Background: an optimization exercise with open tools, aiming at small area and a short achievable clock period. Do not read the settings as production practice. The RTL was checked by simulation tests, not by an equivalence proof against the original design. Power figures rest on the tool's default switching activity, not on a simulated workload.

==> run a <==
==> flow/design.v (excerpt) <==
module multiplier #(parameter N = 32) (
    input logic CLK, EN_mult, EN_blockRead, rst_n,
    input logic [15:0] mult_input0,
    input logic [15:0] mult_input1,
    input logic [N - 1:0] readMem_val,
    output logic RDY_mult, EN_readMem, EN_writeMem, VALID_memVal,
    output logic [N - 1:0] writeMem_val, memVal_data,
    output logic [5:0] writeMem_addr, readMem_addr
    );
    logic st_init, st_w, st_wf, st_f, st_r;
    logic [2:0] pipe_en;
    logic [5:0] wa, ra;
    logic vld;
    logic wr;          
    logic nxt_w;
    assign nxt_w = st_init | (st_w & ~(wr & (&wa))) | (st_r & (&ra));
    always_ff @(posedge CLK) begin
        if (!rst_n) begin
            st_init <= 1'b1; st_w <= 1'b0; st_wf <= 1'b0; st_f <= 1'b0; st_r <= 1'b0;
            pipe_en <= 3'b0;
            wr <= 1'b0;
            wa <= 6'd0;
            ra <= 6'd0;
            vld <= 1'b0;
        end else begin
            pipe_en <= {pipe_en[1:0], EN_mult};
            wr <= pipe_en[2] & nxt_w;
            st_init <= 1'b0;
            st_w  <= nxt_w;
            st_wf <= wr & (&wa);
            st_f  <= st_wf | (st_f & ~EN_blockRead);
            st_r  <= (st_f & EN_blockRead) | (st_r & ~(&ra));
            if (wr) wa <= wa + 6'd1;
            if (st_r) ra <= ra + 6'd1;
  ...
clock: 3.6 ns
lec_check: 0
cap_margin: 20
core_margin: 2
core_utilization: 65
setup_slack_margin: 2.0
slew_margin: 20
synth_hierarchical: 1
synth_minimum_keep_size: 0
run.sh (not shown) runs the stock make flow with config.mk's settings and CLKGATE_MAP_FILE= SYNTH_SCRIPT=/design/flow/synth_recipe.tcl, a recipe that flattens the netlist after the stock synthesis.
==> run b: changes against run a <==
Settings changed: SETUP_SLACK_MARGIN 2.0 to 1.8.
==> run c: changes against run a <==
==> flow/flow/run.sh (new file) <==
#!/bin/bash
# The standard layout, with OpenROAD's power recovery after global routing
# (downsizes gates on paths that have slack to spare).
bash standard.sh RECOVER_POWER=100 finish > standard.log 2>&1
==> flow/standard.sh (new file) <==
#!/bin/bash
# synth_recipe.tcl (not shown) runs the flow's synth.tcl, then flattens the netlist and writes it again
# the make line also repeats each setting of config.mk as NAME=value (left out here)
make -C /OpenROAD-flow-scripts/flow DESIGN_CONFIG=/design/flow/config.mk WORK_HOME=/design/flow/orfs CLKGATE_MAP_FILE= SYNTH_SCRIPT=/design/flow/synth_recipe.tcl "${@:-finish}"
Settings changed: SETUP_SLACK_MARGIN 2.0 to 1.85.
removed: flow/run.sh
==> metrics.yaml <==
status:
  run_status: "complete, no violations"
detailed_routing:
  wl_met1_um: 14930
timing:
  whs_ps: 325.2
  period_share: 0.4823
grt:
  use_met3: 0.04667
  grt_pass1_wl_um: 52160
worst_setup_path:
  cp-startpoint: "ra[2]"
-- figures above: run a

==> metrics.yaml <==
status:
  run_status: "complete, no violations"
grt:
  use_met3: 0.05722
worst_setup_path:
  r2r_slack_ps: 1190
pwr:
  vdd_ir_drop_max_v: 0.0003581
  power.leakage_nw: 6.955
  switching_share: 0.3479
detailed_routing:
  wl_met1_um: 14700
  avgRoutedWirePerCell_um: 20.28
clock_network:
  clkLatencyLatePin_ps: 500
layout:
  final_util: 0.7422
timing:
  period_share: 0.6689
-- figures above: run c

==> metrics.yaml <==
layout:
  area_delta_synth_final_pct: 12.73
timing:
  whs_ps: 325.6
  period_share: 0.4956
status:
  run_status: "complete, no violations"
grt:
  use_met3: 0.04722
detailed_routing:
  wl_met1_um: 14510
worst_setup_path:
  cp-startpoint: "mult_input1[5]"
-- figures above: run b


==> cedar <==
Starting RTL as in the previous note.
clock: 3.6 ns
lec_check: 0
cap_margin: 20
core_margin: 2
core_utilization: 65
cts_cluster_size: 32
setup_slack_margin: 1.85
slew_margin: 20
synth_hierarchical: 1
synth_minimum_keep_size: 0
Stock flow here: none of the scripts above is used.
==> inputs of ember, as changes to cedar <==
CTS_CLUSTER_SIZE = not set   (was 32)
GPL_TIMING_DRIVEN = 0   (was not set)
==> comparison table <==
| metric | ember | cedar |
|---|---|---|
| Reg2Reg Launch Point | s2_896$_DFF_P_ | s2_905$_DFF_P_ |
| Setup crit end | s0_547$_DFF_P_ | s0_555$_DFF_P_ |
| Number of buffers inserted during clock tree synthesis | 31 | 34 |
| Cell-internal power | 0.00913 W | 0.00863 W |
| Endpoint of the worst register-to-register path | s3_1296$_DFF_P_ | s3_1299$_DFF_P_ |
| Comb pwr | 0.00542 W | 0.00438 W |
| Sequential share of cell area | 33.0% | 37.3% |
| Final Power | 0.0141 W | 0.0132 W |
| Share of power burned in registers | 37.8% | 39.9% |
| Dpl cell area | 17200 µm² | 16000 µm² |
| Number of vias per cell | 5.65 | 5.33 |
| Status | timing/DRC/antenna clean | timing/DRC/antenna clean |
| Clk pwr share | 23.7% | 26.9% |
| Leakage | 8.43 nW | 7.22 nW |
| Minimum setup slack among reg-to-reg paths | 1890 ps | 1930 ps |
| Total Routing Usage GR | 33.2% | 27.8% |
| Fraction of standard cell area in multi-input logic | 43.6% | 49.4% |
| Via count of the first global-routing pass | 10700 | 8990 |
| Clock latency of the later-clocked register in the worst-skew pair | 570 ps | 500 ps |
| Post-Route Utilization | 85.9% | 75.6% |
| Worst ir drop on vdd | 0.000474 V | 0.000358 V |
| Met2 layer wire length in the routed design | 20400 µm | 15000 µm |
| Worst clock skew | 24.5 ps | 10.7 ps |
| Post-CTS Repair Setup Buffers | 29 | 10 |

==> inputs of v25 <==
multiplier again, from the RTL that the note above started with.
Settings: LEC_CHECK=0, CAP_MARGIN=20, CORE_MARGIN=2, CORE_UTILIZATION=65, SETUP_SLACK_MARGIN=1.9, SLEW_MARGIN=20, SYNTH_HIERARCHICAL=1, SYNTH_MINIMUM_KEEP_SIZE=0; clock period 3.6 ns.
==> v17: changes against v25 <==
ABC_AREA = 1   (was default)
SETUP_SLACK_MARGIN = 1.8   (was 1.9)
==> v30: changes against v25 <==
CTS_CLUSTER_SIZE = 25   (was default)
SETUP_SLACK_MARGIN = 1.8   (was 1.9)
==> v12: changes against v25 <==
SETUP_SLACK_MARGIN = 1.8   (was 1.9)
TNS_END_PERCENT = 30   (was default)
==> comparison table <==
Run status: v17 timing/DRC/antenna clean; v12 timing/DRC/antenna clean; v25 timing/DRC/antenna clean; v30 timing/DRC/antenna clean
Final HPWL from detailed placement: v17 25100 um; v12 22700 um; v25 23100 um; v30 22800 um
Power Dens Cells: v17 745 nW/um^2; v12 765 nW/um^2; v25 754 nW/um^2; v30 767 nW/um^2
Dpl cell area: v17 16700 sq um; v12 15700 sq um; v25 16000 sq um; v30 16000 sq um
Via count: v17 10500; v12 8490; v25 8566; v30 8515
Power consumed by combinational cells: v17 4760 uW; v12 4270 uW; v25 4540 uW; v30 4310 uW
Gates resized, CTS repair: v17 328; v12 263; v25 451; v30 379
Footprint of the multi-input gates: v17 7650 sq um; v12 8150 sq um; v25 8510 sq um; v30 8390 sq um
Layout cell share with drive strength beyond 1: v17 0.204; v12 0.235; v25 0.372; v30 0.333
Number of placed instances, taps included: v17 2073; v12 1532; v25 1534; v30 1532
VDD IR max: v17 0.000408 V; v12 0.000339 V; v25 0.000371 V; v30 0.000380 V
Worst path arrival time: v17 2.16 ns; v12 1.13 ns; v25 1.00 ns; v30 2.21 ns
Routed Wire Length: v17 35300 um; v12 31800 um; v25 32200 um; v30 32000 um
GRT Util Overall: v17 0.283; v12 0.270; v25 0.275; v30 0.276
Maximum clock frequency: v17 566 MHz; v12 542 MHz; v25 582 MHz; v30 560 MHz
WL/cell: v17 16.3 um; v12 19.9 um; v25 20.0 um; v30 20.0 um
Internal power: v17 8520 uW; v12 8320 uW; v25 8520 uW; v30 8390 uW
GR met2 Demand/Resource: v17 0.454; v12 0.416; v25 0.446; v30 0.441

==> inputs of run P <==
multiplier again, from the RTL that the note above started with.
Settings: LEC_CHECK=0, CAP_MARGIN=20, CORE_MARGIN=2, CORE_UTILIZATION=65, SETUP_SLACK_MARGIN=1.7, SLEW_MARGIN=20, SYNTH_HIERARCHICAL=1, SYNTH_MINIMUM_KEEP_SIZE=0; clock period 3.6 ns.
==> inputs of run M, as changes to run P <==
==> flow/flow/run.sh (new file) <==
#!/bin/bash
# The standard layout, with OpenROAD's power recovery after global routing
# (downsizes gates on paths that have slack to spare).
bash standard.sh RECOVER_POWER=40 finish > standard.log 2>&1
==> flow/standard.sh (new file) <==
#!/bin/bash
# synth_recipe.tcl (not shown) runs the flow's synth.tcl, then flattens the netlist and writes it again
# the make line also repeats each setting of config.mk as NAME=value (left out here)
make -C /OpenROAD-flow-scripts/flow DESIGN_CONFIG=/design/flow/config.mk WORK_HOME=/design/flow/orfs CLKGATE_MAP_FILE= SYNTH_SCRIPT=/design/flow/synth_recipe.tcl "${@:-finish}"
--- a/flow/config.mk
+++ b/flow/config.mk
@@ -9,5 +9,5 @@
 export CORE_MARGIN = 2
 export CORE_UTILIZATION = 65
-export SETUP_SLACK_MARGIN = 1.7
+export SETUP_SLACK_MARGIN = 1.85
 export SLEW_MARGIN = 20
 export SYNTH_HIERARCHICAL = 1
removed: flow/run.sh
==> inputs of run F, as changes to run P <==
--- a/flow/config.mk
+++ b/flow/config.mk
@@ -9,5 +9,5 @@
 export CORE_MARGIN = 2
 export CORE_UTILIZATION = 65
-export SETUP_SLACK_MARGIN = 1.7
+export SETUP_SLACK_MARGIN = 1.85
 export SLEW_MARGIN = 20
 export SYNTH_HIERARCHICAL = 1
==> out/qor.yml <==
critical_path:
  critPathRequiredTime_ps: 3980
  cp-endpoint: "s0_555"
  rrSetupSlack_ps: 1930
grt:
  grt_antenna_before_repair: 0
cells_and_area:
  syn2layout_area_growth_pct: 14.4
  seq_area_share_pct: 37.3
placement:
  dp_slack_ps: 520
power:
  p_leak_nw: 7.22
  seqPwrFrac_pct: 39.9
sta:
  slew_headroom_pct: 76.4
outcome:
  status: "timing/DRC/antenna clean"
(the above is from run F)
==> out/qor.yml <==
critical_path:
  rrSetupSlack_ps: 1820
  critPathRequiredTime_ps: 4010
cells_and_area:
  seq_area_share_pct: 37.2
  syn2layout_area_growth_pct: 14.5
placement:
  dp_slack_ps: 495
outcome:
  status: "timing/DRC/antenna clean"
power:
  seqPwrFrac_pct: 41.0
(the above is from run P)
==> out/qor.yml <==
power:
  p_leak_nw: 7.17
  seqPwrFrac_pct: 39.9
critical_path:
  rrSetupSlack_ps: 1550
  critPathRequiredTime_ps: 3960
placement:
  dp_slack_ps: 520
cells_and_area:
  syn2layout_area_growth_pct: 14.1
  seq_area_share_pct: 37.4
sta:
  slew_headroom_pct: 37.2
grt:
  grt_antenna_before_repair: 0
routing:
  via_per_inst: 5.33
outcome:
  status: "timing/DRC/antenna clean"
(the above is from run M)

==> re-timing with driven ports <==
The flow's constraints put no driver on any port. The routed layouts listed below were extracted and timed again, unchanged, in two steps.
Step 1 assumes that a clkbuf_16 drives the clock port and a buf_2 every other input.
Step 2 moves the port delays by t, midway between the first and last clock arrival at a register: inputs arrive t later, outputs are due t later. That takes back most of the time a late clock gives input paths.
Slacks: ideal ports / drivers / drivers and shift; pairs: ideal ports / drivers.
run	shift t [ns]	setup slack, ns	worst slew at a driven data input, ns
run a	0.599	1.864 / 1.812 / 1.332	0.13
run b	0.607	1.816 / 1.786 / 1.238	0.07
run c	0.544	1.192 / 1.192 / 0.843	0.07
cedar	0.544	1.859 / 1.830 / 1.334	0.07
ember	0.609	1.770 / 1.733 / 1.167	0.07
v25	0.583	1.881 / 1.836 / 1.313	0.07
v17	0.557	1.832 / 1.782 / 1.296	0.07
v30	0.607	1.816 / 1.786 / 1.238	0.07
v12	0.592	1.755 / 1.706 / 1.202	0.08
run P	0.588	1.686 / 1.700 / 1.125	0.07
run M	0.544	1.325 / 1.338 / 0.793	0.07
run F	0.544	1.859 / 1.830 / 1.334	0.07
After both steps every run listed still meets setup and hold. The setup slack of ember, which loses most, moves by -0.037 ns with the drivers and by -0.603 ns with both steps.
